From an optimization exercise on the open Yosys and OpenROAD flow, aimed at small area and a short achievable clock period; shortcuts taken in it are not production practice. At most, simulation tests tie the RTL to the original design; equivalence was not proved. No activity file was given, so power comes from the tool's default toggle rates.

exp/pepper:
// alu16_reg
module alu16_reg (
    input             clk,
    input      [15:0] valA,
    input      [15:0] valB,
    input      [ 3:0] aluop,
    input             shift_Dir,
    input             rotator_Dir,
    input             sub,
    output reg [ 3:0] cc,
    output reg [15:0] result
);
For scale: ~850 cells after synthesis, ~58 flip-flops, roughly 60 I/O pins, roughly 6300 um^2 of cells after synthesis.
clock: 8.5 ns
lec_check: 0
abc_area: 1
cap_margin: 20
core_margin: 2
core_utilization: 40
cts_buf_list: sky130_fd_sc_hd__clkbuf_4 sky130_fd_sc_hd__clkbuf_8
setup_slack_margin: 2
slew_margin: 20
standard.sh (not shown) runs the stock make flow with config.mk's settings and CLKGATE_MAP_FILE= SYNTH_SCRIPT=/design/flow/synth_recipe.tcl, a recipe that flattens the netlist after the stock synthesis.
==> flow/flow/run.sh <==
#!/bin/bash
set -euo pipefail
W=$PWD
rm -rf "$W/scripts_amap"
cp -r "$FLOW_HOME/scripts" "$W/scripts_amap"
cp "$W/flow/abc_area.script" "$W/scripts_amap/abc_area.script"
bash "$W/standard.sh" "SCRIPTS_DIR=$W/scripts_amap" synth > "$W/synth.log" 2>&1
bash "$W/standard.sh" "BUFFER_PORTS_ARGS=-buffer_cell sky130_fd_sc_hd__buf_1" finish > "$W/layout.log" 2>&1
==> flow/flow/abc_area.script <==
strash
dch
amap
topo
stime -c
Modified inputs, exp/yarrow compared to exp/pepper
diff --git a/flow/design.v b/flow/design.v
--- a/flow/design.v
+++ b/flow/design.v
@@ -74,22 +74,23 @@
 	generate for (k = 0; k < 16; k = k + 1) begin : kp
 		assign keep[k] = op_rot | (left ? therm[k] : therm[15-k]);
 	end endgenerate
 	wire        fill = op_ash & ~left & valA[15];
 	wire [15:0] shr  = (rot & keep) | ({16{fill}} & ~keep);
 	wire        vsh  = ~shift_Dir & (s != 4'd0) & valA[15];
 	wire [16:0] ax = {valA[15], valA};
 	wire [17:0] yb = {valB[15], valB, 1'b0};
+	wire rows_on = |aluop[3:1];
 	wire [7:0] one, two, ng;
 	genvar j;
 	generate for (j = 0; j < 8; j = j + 1) begin : enc
-		assign one[j] = op_mul & (yb[2*j+1] ^ yb[2*j]);
-		assign two[j] = op_mul & ((yb[2*j+2] & ~yb[2*j+1] & ~yb[2*j]) | (~yb[2*j+2] & yb[2*j+1] & yb[2*j]));
-		assign ng[j]  = op_mul & yb[2*j+2];
+		assign one[j] = rows_on & (yb[2*j+1] ^ yb[2*j]);
+		assign two[j] = rows_on & ((yb[2*j+2] & ~yb[2*j+1] & ~yb[2*j]) | (~yb[2*j+2] & yb[2*j+1] & yb[2*j]));
+		assign ng[j]  = rows_on & yb[2*j+2];
 	end endgenerate
 	wire [16:0] pp0;
 	assign pp0[0] = (one[0] & ax[0]) ^ ng[0];
 	generate for (j = 1; j < 17; j = j + 1) begin : ppg0
 		assign pp0[j] = ((one[0] & ax[j]) | (two[0] & ax[j-1])) ^ ng[0];
 	end endgenerate
 	wire [14:0] pp1;
 	assign pp1[0] = (one[1] & ax[0]) ^ ng[1];
--- outcome ---
- Going from exp/pepper to exp/yarrow, clock tree buffer depth closely matched the old numbers; worst-case setup slack after placement grew by 110 ps; horizontal die dimension ~0 delta.
- Relative to exp/pepper, fraction of area in registers has increased by 0.24 points in exp/yarrow.
- [exp/yarrow] final-layout clock buffer total fell 4 relative to exp/pepper
- Measured against each other, exp/yarrow and exp/pepper differ in worst setup slack, the lower figure coming from exp/yarrow.
- exp/yarrow vs exp/pepper, design internal power went up by 450 uW.
- Share of the yosys chip area belonging to registers: exp/yarrow vs exp/pepper — no meaningful difference
- Going from exp/pepper to exp/yarrow, cell area after layout shrank slightly.
- From exp/pepper to exp/yarrow the numbers moved as follows: multi-input gate share of total cell area roughly the same, final design utilization lower, switching power of the nets higher.
Function not checked in exp/pepper: the RTL went through the layout flow alone.

* * *

Another version of the RTL of alu16_reg (not shown whole).
For scale: ~1000 cells after synthesis, about 60 I/O pins, roughly 7400 um2 of cells after synthesis.
Settings: LEC_CHECK=0, ABC_AREA=1, CAP_MARGIN=20, CORE_MARGIN=2, CORE_UTILIZATION=40, CTS_BUF_LIST=sky130_fd_sc_hd__clkbuf_4 sky130_fd_sc_hd__clkbuf_8, SETUP_SLACK_MARGIN=3, SLEW_MARGIN=20; clock period 8.5 ns.
==> flow/flow/abc_area.script <==
strash
dch
amap
topo
stime -c
buffer -c
upsize -c
dnsize -c
Scripts as last shown in full above: flow/flow/run.sh
The first run passed the timing, design-rule and antenna checks.
Edit:
--- a/flow/design.v
+++ b/flow/design.v
@@ -376,31 +376,27 @@
 	assign cp_c[10] = cp_G26;
 	assign cp_c[11] = cp_G27;
 	assign cp_c[12] = cp_G28;
 	assign cp_c[13] = cp_G29;
 	assign cp_c[14] = cp_G30;
 	assign cp_c[15] = cp_G31;
 	assign cp_c[16] = cp_G32;
 	assign cp_s = cp_p ^ cp_c[15:0];
-	wire p16 = (((((((pp0[16] ^ pp1[14]) ^ (pp2[12] ^ pp3[10])) ^ ((pp4[8] ^ pp5[6]) ^ (pp6[4] ^ pp7[2]))) ^ ((c20 ^ c22) ^ c24)) ^ (c58 ^ c60)) ^ c84) ^ c112) ^ cp_c[16];
+	wire p16 = pp0[16] ^ pp1[14] ^ pp2[12] ^ pp3[10] ^ pp4[8] ^ pp5[6] ^ pp6[4] ^ pp7[2] ^ c20 ^ c22 ^ c24 ^ c58 ^ c60 ^ c84 ^ c112 ^ cp_c[16];
 	wire [16:0] prod = {p16, cp_s};
 	wire [3:0] tt = {op_and | op_or, op_or | op_xor | op_not, op_or | op_xor, op_not};
 	wire [15:0] lgo;
 	generate for (k = 0; k < 16; k = k + 1) begin : lu
 		assign lgo[k] = valA[k] ? (valB[k] ? tt[3] : tt[2]) : (valB[k] ? tt[1] : tt[0]);
 	end endgenerate
-	wire [15:0] res_o;
-	wire [15:0] res = res_o | ({16{op_mul}} & prod[15:0]);
-	assign res_o =
+	wire [15:0] res =
 		({16{op_ar}}  & sum) |
 		({16{op_sh}}  & shr) |
+		({16{op_mul}} & prod[15:0]) |
 		lgo;
 	assign result = res;
 	wire N = res[15];
-	wire [15:0] zk = {cp_p[14:0] | cp_g[14:0], 1'b0};
-	wire        zmul = ~|(cp_p ^ zk);
-	wire [15:0] res_nm = res_o;
-	wire Z = ~|res_nm & (~op_mul | zmul);
+	wire Z = ~|res;
 	wire C = (op_add & co) | (op_mul & prod[16]);
 	wire V = (op_add & vad) | (op_lsh & vsh);
 	assign cc = {N, Z, C, V};
 endmodule
First-iteration DRC count shrinks by a quarter to a third.
Power shrinks by about a fifth.
Non-clock buffer count decreases by 13.
Flip-flop and latch count is unchanged.
Clock-buffer cell count went down by 2.
Design area drops by a few percent.
Clock skew fell by 9.8 ps.
Core utilization goes down by 0.75 points.
Fmax came out higher slightly.
Final cell count falls by a few percent.
Worst setup slack improves by 79 ps.
Die area shrinks by a few percent.
Area after synthesis falls by a few percent.
Worst hold slack got worse by 66 ps.
For the first run of this note, only the layout was checked, not whether the RTL still works.

* * *

Another version of the RTL of alu16_reg (not shown whole).
For scale: roughly 850 cells after synthesis, about 60 I/O pins, about 6300 µm² of cells after synthesis.
==> flow/config.mk <==
export PLATFORM = sky130hd
export DESIGN_NAME = alu16_reg
export DESIGN_NICKNAME = alu16_reg
export VERILOG_FILES = /design/flow/design.v
export SDC_FILE = /design/flow/constraint.sdc
export NUM_CORES = 4
export LEC_CHECK = 0
export ABC_AREA = 1
export CAP_MARGIN = 20
export CORE_MARGIN = 2
export CORE_UTILIZATION = 40
export CTS_BUF_LIST = sky130_fd_sc_hd__clkbuf_4 sky130_fd_sc_hd__clkbuf_8
export SETUP_SLACK_MARGIN = 2.3
export SLEW_MARGIN = 20
==> flow/constraint.sdc <==
create_clock -name core_clock -period 8.5 [get_ports {clk}]
set_input_delay 1.7000 -clock core_clock [delete_from_list [all_inputs] [get_ports {clk}]]
set_output_delay 1.7000 -clock core_clock [all_outputs]
set_load 0.01 [all_outputs]
==> flow/flow/abc_area.script <==
strash
dch
amap
topo
stime -c
Scripts as last shown in full above: flow/flow/run.sh
The baseline finished with timing, DRC and antenna clean.
Edit:
--- a/flow/design.v
+++ b/flow/design.v
@@ -74,20 +74,20 @@
 	generate for (k = 0; k < 16; k = k + 1) begin : kp
 		assign keep[k] = op_rot | (left ? therm[k] : therm[15-k]);
 	end endgenerate
 	wire        fill = op_ash & ~left & valA[15];
 	wire [15:0] shr  = (rot & keep) | ({16{fill}} & ~keep);
 	wire        vsh  = ~shift_Dir & (s != 4'd0) & valA[15];
-	wire rows_on = |aluop[3:1];
-	wire [16:0] ax = {valA[15], valA} & {17{rows_on}};
+	wire [16:0] ax = {valA[15], valA};
 	wire [17:0] yb = {valB[15], valB, 1'b0};
+	wire rows_on = |aluop[3:1];
 	wire [7:0] one, two, ng;
 	genvar j;
 	generate for (j = 0; j < 8; j = j + 1) begin : enc
-		assign one[j] = yb[2*j+1] ^ yb[2*j];
-		assign two[j] = (yb[2*j+2] & ~yb[2*j+1] & ~yb[2*j]) | (~yb[2*j+2] & yb[2*j+1] & yb[2*j]);
+		assign one[j] = rows_on & (yb[2*j+1] ^ yb[2*j]);
+		assign two[j] = rows_on & ((yb[2*j+2] & ~yb[2*j+1] & ~yb[2*j]) | (~yb[2*j+2] & yb[2*j+1] & yb[2*j]));
 		assign ng[j]  = rows_on & yb[2*j+2];
 	end endgenerate
 	wire [16:0] pp0;
 	assign pp0[0] = (one[0] & ax[0]) ^ ng[0];
 	generate for (j = 1; j < 17; j = j + 1) begin : ppg0
 		assign pp0[j] = ((one[0] & ax[j]) | (two[0] & ax[j-1])) ^ ng[0];
Result:
- The new run ran to the end with no violations
- cell count is higher by 0.43%
- combinational power hardly moves
- power came out higher by about 2.8%
- clock power came out higher by 30%
- design area goes down by 0.53%
- worst setup slack loses 0.0030 ns
- wire length goes down by about 3%
- worst hold slack gets worse by 0.054 ns
For the first run of this note, only the layout was checked, not whether the RTL still works.

* * *

alu16_reg, a different RTL version from the one above (not shown whole).
For scale: roughly 940 cells after synthesis, ~6900 um2 of cells after synthesis.
==> flow/config.mk <==
export PLATFORM = sky130hd
export DESIGN_NAME = alu16_reg
export DESIGN_NICKNAME = alu16_reg
export VERILOG_FILES = /design/flow/design.v
export SDC_FILE = /design/flow/constraint.sdc
export NUM_CORES = 4
export LEC_CHECK = 0
export ABC_AREA = 1
export CAP_MARGIN = 20
export CORE_MARGIN = 2
export CORE_UTILIZATION = 40
export CTS_BUF_LIST = sky130_fd_sc_hd__clkbuf_4 sky130_fd_sc_hd__clkbuf_8
export SETUP_SLACK_MARGIN = 2
export SLEW_MARGIN = 20
==> flow/constraint.sdc <==
create_clock -name core_clock -period 8.5 [get_ports {clk}]
set_input_delay 1.7000 -clock core_clock [delete_from_list [all_inputs] [get_ports {clk}]]
set_output_delay 1.7000 -clock core_clock [all_outputs]
set_load 0.01 [all_outputs]
Scripts as last shown in full above: flow/flow/run.sh, flow/flow/abc_area.script
Then changed:
--- a/flow/design.v
+++ b/flow/design.v
@@ -71,29 +71,28 @@
 		assign therm[k] = (s <= k);
 	end endgenerate
 	wire [15:0] keep;
 	generate for (k = 0; k < 16; k = k + 1) begin : kp
 		assign keep[k] = op_rot | (left ? therm[k] : therm[15-k]);
 	end endgenerate
 	wire        fill = op_ash & ~left & valA[15];
 	wire [15:0] shr  = (rot & keep) | ({16{fill}} & ~keep);
 	wire        vsh  = ~shift_Dir & (s != 4'd0) & valA[15];
 	wire [16:0] ax = {valA[15], valA};
 	wire [17:0] yb = {valB[15], valB, 1'b0};
-	wire rows_on = |aluop[3:1];
 	wire [7:0] one, two, ng;
 	genvar j;
 	generate for (j = 0; j < 8; j = j + 1) begin : enc
-		assign one[j] = rows_on & (yb[2*j+1] ^ yb[2*j]);
-		assign two[j] = rows_on & ((yb[2*j+2] & ~yb[2*j+1] & ~yb[2*j]) | (~yb[2*j+2] & yb[2*j+1] & yb[2*j]));
-		assign ng[j]  = rows_on & yb[2*j+2];
+		assign one[j] = op_mul & (yb[2*j+1] ^ yb[2*j]);
+		assign two[j] = op_mul & ((yb[2*j+2] & ~yb[2*j+1] & ~yb[2*j]) | (~yb[2*j+2] & yb[2*j+1] & yb[2*j]));
+		assign ng[j]  = op_mul & yb[2*j+2];
 	end endgenerate
 	wire [16:0] pp0;
 	assign pp0[0] = (one[0] & ax[0]) ^ ng[0];
 	generate for (j = 1; j < 17; j = j + 1) begin : ppg0
 		assign pp0[j] = ((one[0] & ax[j]) | (two[0] & ax[j-1])) ^ ng[0];
 	end endgenerate
 	wire [14:0] pp1;
 	assign pp1[0] = (one[1] & ax[0]) ^ ng[1];
 	generate for (j = 1; j < 15; j = j + 1) begin : ppg1
 		assign pp1[j] = ((one[1] & ax[j]) | (two[1] & ax[j-1])) ^ ng[1];
 	end endgenerate
After rerunning: The changed run passed the timing, design-rule and antenna checks; first-iteration DRC count rose by about a fifth; maximum frequency rose by a few percent; worst setup slack improves by 0.14 ns; synthesized area fell slightly; synthesized cell count barely changes; sequential share of layout area fell by 0.23 points; cell area rose slightly; clock-buffer cell count does not change; global-route usage rose by 0.81 points; wire length rose by a few percent; via count rose by a few percent; non-clock buffer count rose by 18; total power fell by well over a third.
No run of this note included a check of the RTL's function; only the layout flow was run.

* * *

## run a
RTL: one of the versions met above, not the one the previous note started from.
clock: 8.5 ns
lec_check: 0
abc_area: 1
cap_margin: 20
core_margin: 2
core_utilization: 40
cts_buf_list: sky130_fd_sc_hd__clkbuf_4 sky130_fd_sc_hd__clkbuf_8
setup_slack_margin: 2
slew_margin: 20
==> flow/flow/abc_area.script <==
strash
dch
map -D 3000
topo
stime -c
buffer -c
upsize -c
dnsize -c
Scripts as last shown in full above: flow/flow/run.sh
Run a: done, clean on timing, DRC and antenna
Changes in run b relative to run a:
-- flow/design.v --
<<< run a, line 382
	assign cp_c[16] = cp_G32;
	assign cp_s = cp_p ^ cp_c[15:0];
	wire p16 = (((((((pp0[16] ^ pp1[14]) ^ (pp2[12] ^ pp3[10])) ^ ((pp4[8] ^ pp5[6]) ^ (pp6[4] ^ pp7[2]))) ^ ((c20 ^ c22) ^ c24)) ^ (c58 ^ c60)) ^ c84) ^ c112) ^ cp_c[16];
	wire [16:0] prod = {p16, cp_s};
	wire [3:0] tt = {op_and | op_or, op_or | op_xor | op_not, op_or | op_xor, op_not};
>>> run b, line 382
	assign cp_c[16] = cp_G32;
	assign cp_s = cp_p ^ cp_c[15:0];
	wire p16 = pp0[16] ^ pp1[14] ^ pp2[12] ^ pp3[10] ^ pp4[8] ^ pp5[6] ^ pp6[4] ^ pp7[2] ^ c20 ^ c22 ^ c24 ^ c58 ^ c60 ^ c84 ^ c112 ^ cp_c[16];
	wire [16:0] prod = {p16, cp_s};
	wire [3:0] tt = {op_and | op_or, op_or | op_xor | op_not, op_or | op_xor, op_not};
<<< run a, line 389
		assign lgo[k] = valA[k] ? (valB[k] ? tt[3] : tt[2]) : (valB[k] ? tt[1] : tt[0]);
	end endgenerate
	wire [15:0] res_o;
	wire [15:0] res = res_o | ({16{op_mul}} & prod[15:0]);
	assign res_o =
		({16{op_ar}}  & sum) |
		({16{op_sh}}  & shr) |
		lgo;
	assign result = res;
	wire N = res[15];
	wire [15:0] zk = {cp_p[14:0] | cp_g[14:0], 1'b0};
	wire        zmul = ~|(cp_p ^ zk);
	wire [15:0] res_nm = res_o;
	wire Z = ~|res_nm & (~op_mul | zmul);
	wire C = (op_add & co) | (op_mul & prod[16]);
	wire V = (op_add & vad) | (op_lsh & vsh);
>>> run b, line 389
		assign lgo[k] = valA[k] ? (valB[k] ? tt[3] : tt[2]) : (valB[k] ? tt[1] : tt[0]);
	end endgenerate
	wire [15:0] res =
		({16{op_ar}}  & sum) |
		({16{op_sh}}  & shr) |
		({16{op_mul}} & prod[15:0]) |
		lgo;
	assign result = res;
	wire N = res[15];
	wire Z = ~|res;
	wire C = (op_add & co) | (op_mul & prod[16]);
	wire V = (op_add & vad) | (op_lsh & vsh);
[summary]
Ratio of final minimum period to clock period | run b below run a. Summary of the comparison: total design power is lower in run b, relative to run a. met3 routed wirelength of run b falls short of that of run a by more than 10%. | overall global routing resource usage | run b vs run a | 1.5 points lower |. Utilization: run b < run a. No stage failed in run b, and the final checks on the layout all came back clean.
The RTL of run a was laid out without a check of its function.

re-timing with driven ports:
Ports are ideal in the flow. The routed layouts listed here were re-timed in OpenROAD. Step 1, drivers: a clkbuf_16 drives clk and a buf_2 each remaining input, both assumed. Step 2, shift: input delay + t, output delay - t, t = (earliest + latest rising clock arrival at the registers) / 2. This alone moves slack from input paths to output paths. Slacks: ideal ports / drivers / drivers and shift; pairs: ideal ports / drivers.
| run | t, ns | slack for setup (ns) | hold WS [ns] | worst data-port slew with drivers (ns) |
|---|---|---|---|---|
| exp/pepper | 0.419 | 2.423 / 2.423 / 2.423 | 0.484 / 0.484 / 0.484 | 0.04 |
| exp/yarrow | 0.408 | 2.344 / 2.344 / 2.344 | 0.554 / 0.554 / 0.554 | 0.05 |
| the first run of note 2 | 0.415 | 2.865 / 2.865 / 2.865 | 0.587 / 0.587 / 0.587 | 0.04 |
| the second run of note 2 | 0.418 | 2.945 / 2.945 / 2.945 | 0.521 / 0.521 / 0.521 | 0.03 |
| the first run of note 3 | 0.401 | 2.594 / 2.594 / 2.594 | 0.634 / 0.634 / 0.634 | 0.04 |
| the second run of note 3 | 0.410 | 2.591 / 2.591 / 2.591 | 0.580 / 0.580 / 0.580 | 0.05 |
| the first run of note 4 | 0.401 | 2.284 / 2.284 / 2.284 | 0.635 / 0.635 / 0.635 | 0.03 |
| the second run of note 4 | 0.421 | 2.426 / 2.426 / 2.426 | 0.640 / 0.640 / 0.640 | 0.04 |
| run a | 0.413 | 2.445 / 2.445 / 2.445 | 0.629 / 0.629 / 0.629 | 0.03 |
| run b | 0.406 | 2.605 / 2.605 / 2.605 | 0.559 / 0.559 / 0.559 | 0.03 |
After both steps every run listed still meets setup and hold.
